What follows belongs to an exercise in optimizing a design on an open flow for small area, a short achievable clock period and few clock cycles; a production flow would make more cautious choices. The RTL was checked by simulation tests, not by an equivalence proof against the original design.

==> flow/design.v (excerpt) <==
module LinearRegressor(input clk, rst, start, input [19:0] x_in, y_in, output [7:0] addr, output [19:0] Vect_E, output err_valid, output ready);
	function [7:0] radd8; input [7:0] a, b; integer i; reg c;
		begin c = 1'b0; for (i = 0; i < 8; i = i + 1) begin radd8[i] = a[i] ^ b[i] ^ c; c = (a[i] & b[i]) | (a[i] & c) | (b[i] & c); end end
	endfunction
	function [3:0] radd4; input [3:0] a, b; integer i; reg c;
		begin c = 1'b0; for (i = 0; i < 4; i = i + 1) begin radd4[i] = a[i] ^ b[i] ^ c; c = (a[i] & b[i]) | (a[i] & c) | (b[i] & c); end end
	endfunction
	function [10:0] radd11; input [10:0] a, b; input ci; integer i; reg c;
		begin c = ci; for (i = 0; i < 11; i = i + 1) begin radd11[i] = a[i] ^ b[i] ^ c; c = (a[i] & b[i]) | (a[i] & c) | (b[i] & c); end end
	endfunction
	function [10:0] red150; input [10:0] U; reg [2:0] e; reg [7:0] c;
		begin
			e = (U >= 11'd1050) ? 3'd7 : (U >= 11'd900) ? 3'd6 : (U >= 11'd750) ? 3'd5 : (U >= 11'd600) ? 3'd4 :
			    (U >= 11'd450) ? 3'd3 : (U >= 11'd300) ? 3'd2 : (U >= 11'd150) ? 3'd1 : 3'd0;
			case (e)    
				3'd0: c = 8'd0; 3'd1: c = 8'd106; 3'd2: c = 8'd212; 3'd3: c = 8'd62;
				3'd4: c = 8'd168; 3'd5: c = 8'd18; 3'd6: c = 8'd124; default: c = 8'd230;
			endcase
			red150 = {e, radd8(U[7:0], c)};
		end
	endfunction
	reg p_idle, p_sum, p_joint, p_div, p_res;
	reg [7:0] cnt;
	reg ev;
	wire c150 = (cnt == 8'd150);
	wire c27 = (cnt == 8'd27);
	wire last_sum = p_sum & c150;
	wire last_joint = p_joint & c27;
	wire last_div = p_div & c27;
	wire last_res = p_res & c150;
	wire first = p_sum & (cnt == 8'd1);
	wire keep = ~first;
	wire jlow = cnt < 8'd5;             
	wire dlive = cnt < 8'd23;           
  ...
clock: 360.0 ns
lec_check: 0
abc_area: 1
cap_margin: 20
core_margin: 2
core_utilization: 45
cts_cluster_diameter: 150
cts_cluster_size: 16
place_density: 0.6
slew_margin: 20
standard.sh (not shown) runs the stock make flow with config.mk's settings and CLKGATE_MAP_FILE= SYNTH_SCRIPT=/design/flow/synth_recipe.tcl, a recipe that flattens the netlist after the stock synthesis.
==> flow/flow/run.sh <==
#!/bin/bash
# Layout flow: the standard synthesis, then flow/invopt.py re-chooses the inverters
# around the full adders (flip-flops, ports and cell names kept), then the standard
# layout from that netlist, with the port buffers of flow/ports.env.  Each tool's output
# goes to its own log in this folder.
set -euo pipefail
R=orfs/results/${FLOW_PLATFORM}/LinearRegressor/base
bash standard.sh synth > synth.log 2>&1
cp "$R/1_2_yosys.v" "$R/1_2_yosys.std.v"
python3 flow/invopt.py "$R/1_2_yosys.std.v" "$R/1_2_yosys.v" 3000000 > invopt.log 2>&1
if [[ -f flow/ports.env ]]; then source flow/ports.env; fi
bash standard.sh > layout.log 2>&1
Other scripts of this flow, unchanged in this note and not shown: flow/flow/invopt.py, flow/flow/ports.env
Testbench counts at the start, summed over its fixed seeds: cycles 27,427.
Change:
- GPL_TIMING_DRIVEN: unset -> 0
The new run went through all stages and came out clean; final area went up by 0.92%; routed wire length climbs by 21%; via count rises by 5.5%; sequential share of layout area goes down by 0.18 points.
Change:
- CORE_UTILIZATION: 45 -> 72
- GPL_TIMING_DRIVEN: 0 -> unset
- PLACE_DENSITY: 0.6 -> 0.86
What happened: Area after synthesis is unchanged; die area decreases by 37%; global-route usage increases by 10 points; fmax barely changes; setup slack loses 0.030 ns; via count increases by 0.83%.
Change:
- CORE_UTILIZATION: 72 -> 65
- PLACE_DENSITY: 0.86 -> 0.8
Result:
- The changed run passed the timing, DRC and antenna checks
- final cell count rises by 1.6%
- fmax barely changes
- setup slack is better by 0.099 ns
- sequential cell count stays the same
- wire length fell by 1.8%
- non-clock buffer count shrinks by 3
- clock-buffer cell count is higher by 1
- core utilization went down by 7.5 points
- cell area barely changes
Change:
- CORE_UTILIZATION: 65 -> 55
- PLACE_DENSITY: 0.8 -> 0.7
Effect:
- die area grows by 18%
- synthesized cell count is unchanged
- flip-flop and latch count does not change
- global-route usage came out lower by 6.5 points
- sequential share of layout area hardly moves
- worst setup slack improved by 0.024 ns
- design area rose by 0.41%
- final cell count rose by 2.5%
- core utilization came out lower by 10 points

---

Starting RTL as in the previous note.
// LinearRegressor
module LinearRegressor(input clk, rst, start, input [19:0] x_in, y_in, output [7:0] addr, output [19:0] Vect_E, output err_valid, output ready);
Settings: LEC_CHECK=0, ABC_AREA=1, CAP_MARGIN=20, CORE_MARGIN=2, CORE_UTILIZATION=55, CTS_CLUSTER_DIAMETER=150, CTS_CLUSTER_SIZE=16, PLACE_DENSITY=0.7, SLEW_MARGIN=20; clock period 360.0 ns.
==> flow/flow/run.sh <==
#!/bin/bash
# Layout flow: the standard synthesis; then, on its netlist, two rounds of
#   flow/invopt.py  - choose the polarity of each full adder (and inverting or plain form of
#                     some gates) so that as few inverters as possible are needed
#   flow/resyn.py   - map the plain logic gates again with an area-oriented ABC script
# (flip-flops, full/half adders, tie cells and ports keep their cells and names); then
# the standard layout from that netlist, with the port buffers of flow/ports.env.
# Each tool's output goes to its own log in this folder.
set -euo pipefail
R=orfs/results/${FLOW_PLATFORM}/LinearRegressor/base
PD=${FLOW_HOME}/platforms/${FLOW_PLATFORM}
LIB=${PD}/lib/sky130_fd_sc_hd__tt_025C_1v80.lib
DONT_USE=$(sed -n '/^export DONT_USE_CELLS/,/^$/p' "${PD}/config.mk" | grep -oE 'sky130_fd_sc_hd__[A-Za-z0-9_]+' | tr '\n' ' ')
bash standard.sh synth > synth.log 2>&1
mkdir -p netopt
cp "$R/1_2_yosys.v" netopt/0_std.v
python3 flow/invopt.py netopt/0_std.v netopt/1_inv.v 3000000 > invopt1.log 2>&1
python3 flow/resyn.py netopt/1_inv.v netopt/2_resyn.v netopt/w2 "$LIB" $DONT_USE > resyn1.log 2>&1
python3 flow/invopt.py netopt/2_resyn.v netopt/3_inv.v 3000000 > invopt2.log 2>&1
python3 flow/resyn.py netopt/3_inv.v netopt/4_resyn.v netopt/w4 "$LIB" $DONT_USE > resyn2.log 2>&1
cp netopt/4_resyn.v "$R/1_2_yosys.v"
if [[ -f flow/ports.env ]]; then source flow/ports.env; fi
bash standard.sh > layout.log 2>&1
==> flow/flow/resyn.py <==
#!/usr/bin/env python3
"""Re-maps the plain logic gates of a synthesized netlist with an area-oriented ABC script.
Flip-flops, full and half adders, tie cells and ports stay as they are (same cells, same
instance names); only the other gates are turned back into logic and mapped again.
usage: resyn.py in.v out.v workdir liberty [dont_use cells...]"""
import os, re, subprocess, sys

src, dst, work, lib = sys.argv[1:5]
dont_use = sys.argv[5:]
os.makedirs(work, exist_ok=True)
yosys = os.environ.get("YOSYS_EXE") or "yosys"

def run(script, log):
    path = os.path.join(work, log + ".ys")
    open(path, "w").write(script)
    with open(os.path.join(work, log + ".log"), "w") as f:
        subprocess.run([yosys, "-q", "-s", path], stdout=f, stderr=subprocess.STDOUT, check=True)

# functional models of every library cell
models = os.path.join(work, "cells.v")
run(f"read_liberty -ignore_miss_func {lib}\nproc\nopt_clean\nwrite_verilog -noattr {models}\n", "models")
text = open(models).read()
keep = re.compile(r"sky130_fd_sc_hd__(fa_|ha_|conb|df|edf|sdf|dl|lpflow|probe|tap|fill|decap|diode|ebuf|einv)")
comb, bb = [], []
for full, name, ports, body in re.findall(r"(module (sky130_fd_sc_hd__\w+)\((.*?)\);(.*?)endmodule)", text, re.S):
    if keep.match(name) or "reg " in body or "always" in body:
        decl = "\n".join(l for l in body.split("\n") if re.match(r"\s*(input|output)\b", l))
        bb.append(f"(* blackbox *)\nmodule {name}({ports});\n{decl}\nendmodule\n")
    else:
        comb.append(full)
open(os.path.join(work, "bb.v"), "w").write("\n".join(bb))
open(os.path.join(work, "comb.v"), "w").write("\n".join(comb))
open(os.path.join(work, "area.abc"), "w").write("strash\ndc2\ndch -f\nmap -a\ntopo\n")
du = " ".join(f"-dont_use {c}" for c in dont_use)
top = re.search(r"module\s+(\w+)", open(src).read()).group(1)
run(f"""read_verilog -lib {work}/bb.v
read_verilog {work}/comb.v
read_verilog {src}
hierarchy -top {top}
flatten
rename -hide w:*.*
opt_clean -purge
techmap
opt -fast
abc -liberty {lib} {du} -script {work}/area.abc
opt_clean -purge
stat -liberty {lib}
write_verilog -noattr {dst}
""", "resyn")
Other scripts of this flow, unchanged in this note and not shown: flow/flow/invopt.py, flow/flow/ports.env
Testbench counts at the start, summed over its fixed seeds: cycles 27,427.
Edit:
==> flow/flow/run.sh (replaced) <==
#!/bin/bash
# Layout flow: the standard synthesis; then, on its netlist, two rounds of
#   flow/invopt.py  - choose the polarity of each full adder (and inverting or plain form of
#                     some gates) so that as few inverters as possible are needed
#   flow/resyn.py   - map the logic gates (half adders included) again with an
#                     area-oriented ABC script
#                     (map -a in the first round, amap in the second)
# (flip-flops, full adders, tie cells and ports keep their cells and names); then
# the standard layout from that netlist, with the port buffers of flow/ports.env.
# Each tool's output goes to its own log in this folder.
set -euo pipefail
R=orfs/results/${FLOW_PLATFORM}/LinearRegressor/base
PD=${FLOW_HOME}/platforms/${FLOW_PLATFORM}
LIB=${PD}/lib/sky130_fd_sc_hd__tt_025C_1v80.lib
DONT_USE=$(sed -n '/^export DONT_USE_CELLS/,/^$/p' "${PD}/config.mk" | grep -oE 'sky130_fd_sc_hd__[A-Za-z0-9_]+' | tr '\n' ' ')
bash standard.sh synth > synth.log 2>&1
mkdir -p netopt
cp "$R/1_2_yosys.v" netopt/0_std.v
python3 flow/invopt.py netopt/0_std.v netopt/1_inv.v 3000000 > invopt1.log 2>&1
python3 flow/resyn.py netopt/1_inv.v netopt/2_resyn.v netopt/w2 "$LIB" map $DONT_USE > resyn1.log 2>&1
python3 flow/invopt.py netopt/2_resyn.v netopt/3_inv.v 3000000 > invopt2.log 2>&1
python3 flow/resyn.py netopt/3_inv.v netopt/4_resyn.v netopt/w4 "$LIB" amap $DONT_USE > resyn2.log 2>&1
cp netopt/4_resyn.v "$R/1_2_yosys.v"
if [[ -f flow/ports.env ]]; then source flow/ports.env; fi
bash standard.sh > layout.log 2>&1
--- a/flow/flow/resyn.py
+++ b/flow/flow/resyn.py
@@ -1,11 +1,12 @@
 #!/usr/bin/env python3
-"""Re-maps the plain logic gates of a synthesized netlist with an area-oriented ABC script.
-Flip-flops, full and half adders, tie cells and ports stay as they are (same cells, same
-instance names); only the other gates are turned back into logic and mapped again.
-usage: resyn.py in.v out.v workdir liberty [dont_use cells...]"""
+"""Re-maps the logic gates of a synthesized netlist with an area-oriented ABC script.
+Flip-flops, full adders, tie cells and ports stay as they are (same cells, same instance
+names); the other gates, half adders included, are turned back into logic and mapped again.
+usage: resyn.py in.v out.v workdir liberty script dont_use_cells...
+script: "map" (strash; dc2; dch; map -a) or "amap" (the same with amap, twice)"""
 import os, re, subprocess, sys
 
-src, dst, work, lib = sys.argv[1:5]
-dont_use = sys.argv[5:]
+src, dst, work, lib, mode = sys.argv[1:6]
+dont_use = sys.argv[6:]
 os.makedirs(work, exist_ok=True)
 yosys = os.environ.get("YOSYS_EXE") or "yosys"
@@ -21,5 +22,5 @@
 run(f"read_liberty -ignore_miss_func {lib}\nproc\nopt_clean\nwrite_verilog -noattr {models}\n", "models")
 text = open(models).read()
-keep = re.compile(r"sky130_fd_sc_hd__(fa_|ha_|conb|df|edf|sdf|dl|lpflow|probe|tap|fill|decap|diode|ebuf|einv)")
+keep = re.compile(r"sky130_fd_sc_hd__(fa_|conb|df|edf|sdf|dl|lpflow|probe|tap|fill|decap|diode|ebuf|einv)")
 comb, bb = [], []
 for full, name, ports, body in re.findall(r"(module (sky130_fd_sc_hd__\w+)\((.*?)\);(.*?)endmodule)", text, re.S):
@@ -31,5 +32,7 @@
 open(os.path.join(work, "bb.v"), "w").write("\n".join(bb))
 open(os.path.join(work, "comb.v"), "w").write("\n".join(comb))
-open(os.path.join(work, "area.abc"), "w").write("strash\ndc2\ndch -f\nmap -a\ntopo\n")
+scripts = {"map": "strash\ndc2\ndch -f\nmap -a\ntopo\n",
+           "amap": "strash\ndc2\ndch -f\namap\nstrash\ndch -f\namap\ntopo\n"}
+open(os.path.join(work, "area.abc"), "w").write(scripts[mode])
 du = " ".join(f"-dont_use {c}" for c in dont_use)
 top = re.search(r"module\s+(\w+)", open(src).read()).group(1)
CORE_UTILIZATION = 65   (was 55)
PLACE_DENSITY = 0.8   (was 0.7)
Result:
- wire length fell by 4.5%
- synthesized area fell by 3.5%
- global-route usage rose by 5.5 points
- hold slack improves by 0.0098 ns
- worst setup slack degrades by 0.021 ns
- design area fell by 3.6%
- count of clock-buffer cells in the layout rose by 1
- fmax hardly moves

## what the ideal ports hide
Ports are ideal in the flow. The routed layouts listed here were re-timed in OpenROAD.
Step 1 (the two cells are an assumption about what drives the block):
set clk [get_ports {clk}]
set_driving_cell -lib_cell sky130_fd_sc_hd__clkbuf_16 $clk
set_driving_cell -lib_cell sky130_fd_sc_hd__buf_2 [delete_from_list [all_inputs] $clk]
Step 2, shift: input delay + t, output delay - t, t = (earliest + latest rising clock arrival at the registers) / 2. This alone moves slack from input paths to output paths.
Slacks: ideal ports / drivers / drivers and shift; pairs: ideal ports / drivers.
run	t, ns	slack for setup (ns)	worst slew at a driven data input, ns
the first run of note 1	0.678	286.409 / 286.344 / 287.022	0.06
the second run of note 1	0.654	286.467 / 286.398 / 287.052	0.04
the third run of note 1	0.661	286.437 / 286.376 / 287.038	0.05
the fourth run of note 1	0.671	286.536 / 286.475 / 287.147	0.04
the fifth run of note 1	0.672	286.560 / 286.498 / 287.170	0.06
the first run of note 2	0.663	286.466 / 286.399 / 287.062	0.04
the second run of note 2	0.667	286.445 / 286.378 / 287.046	0.03
After both steps every run listed still meets setup and hold.
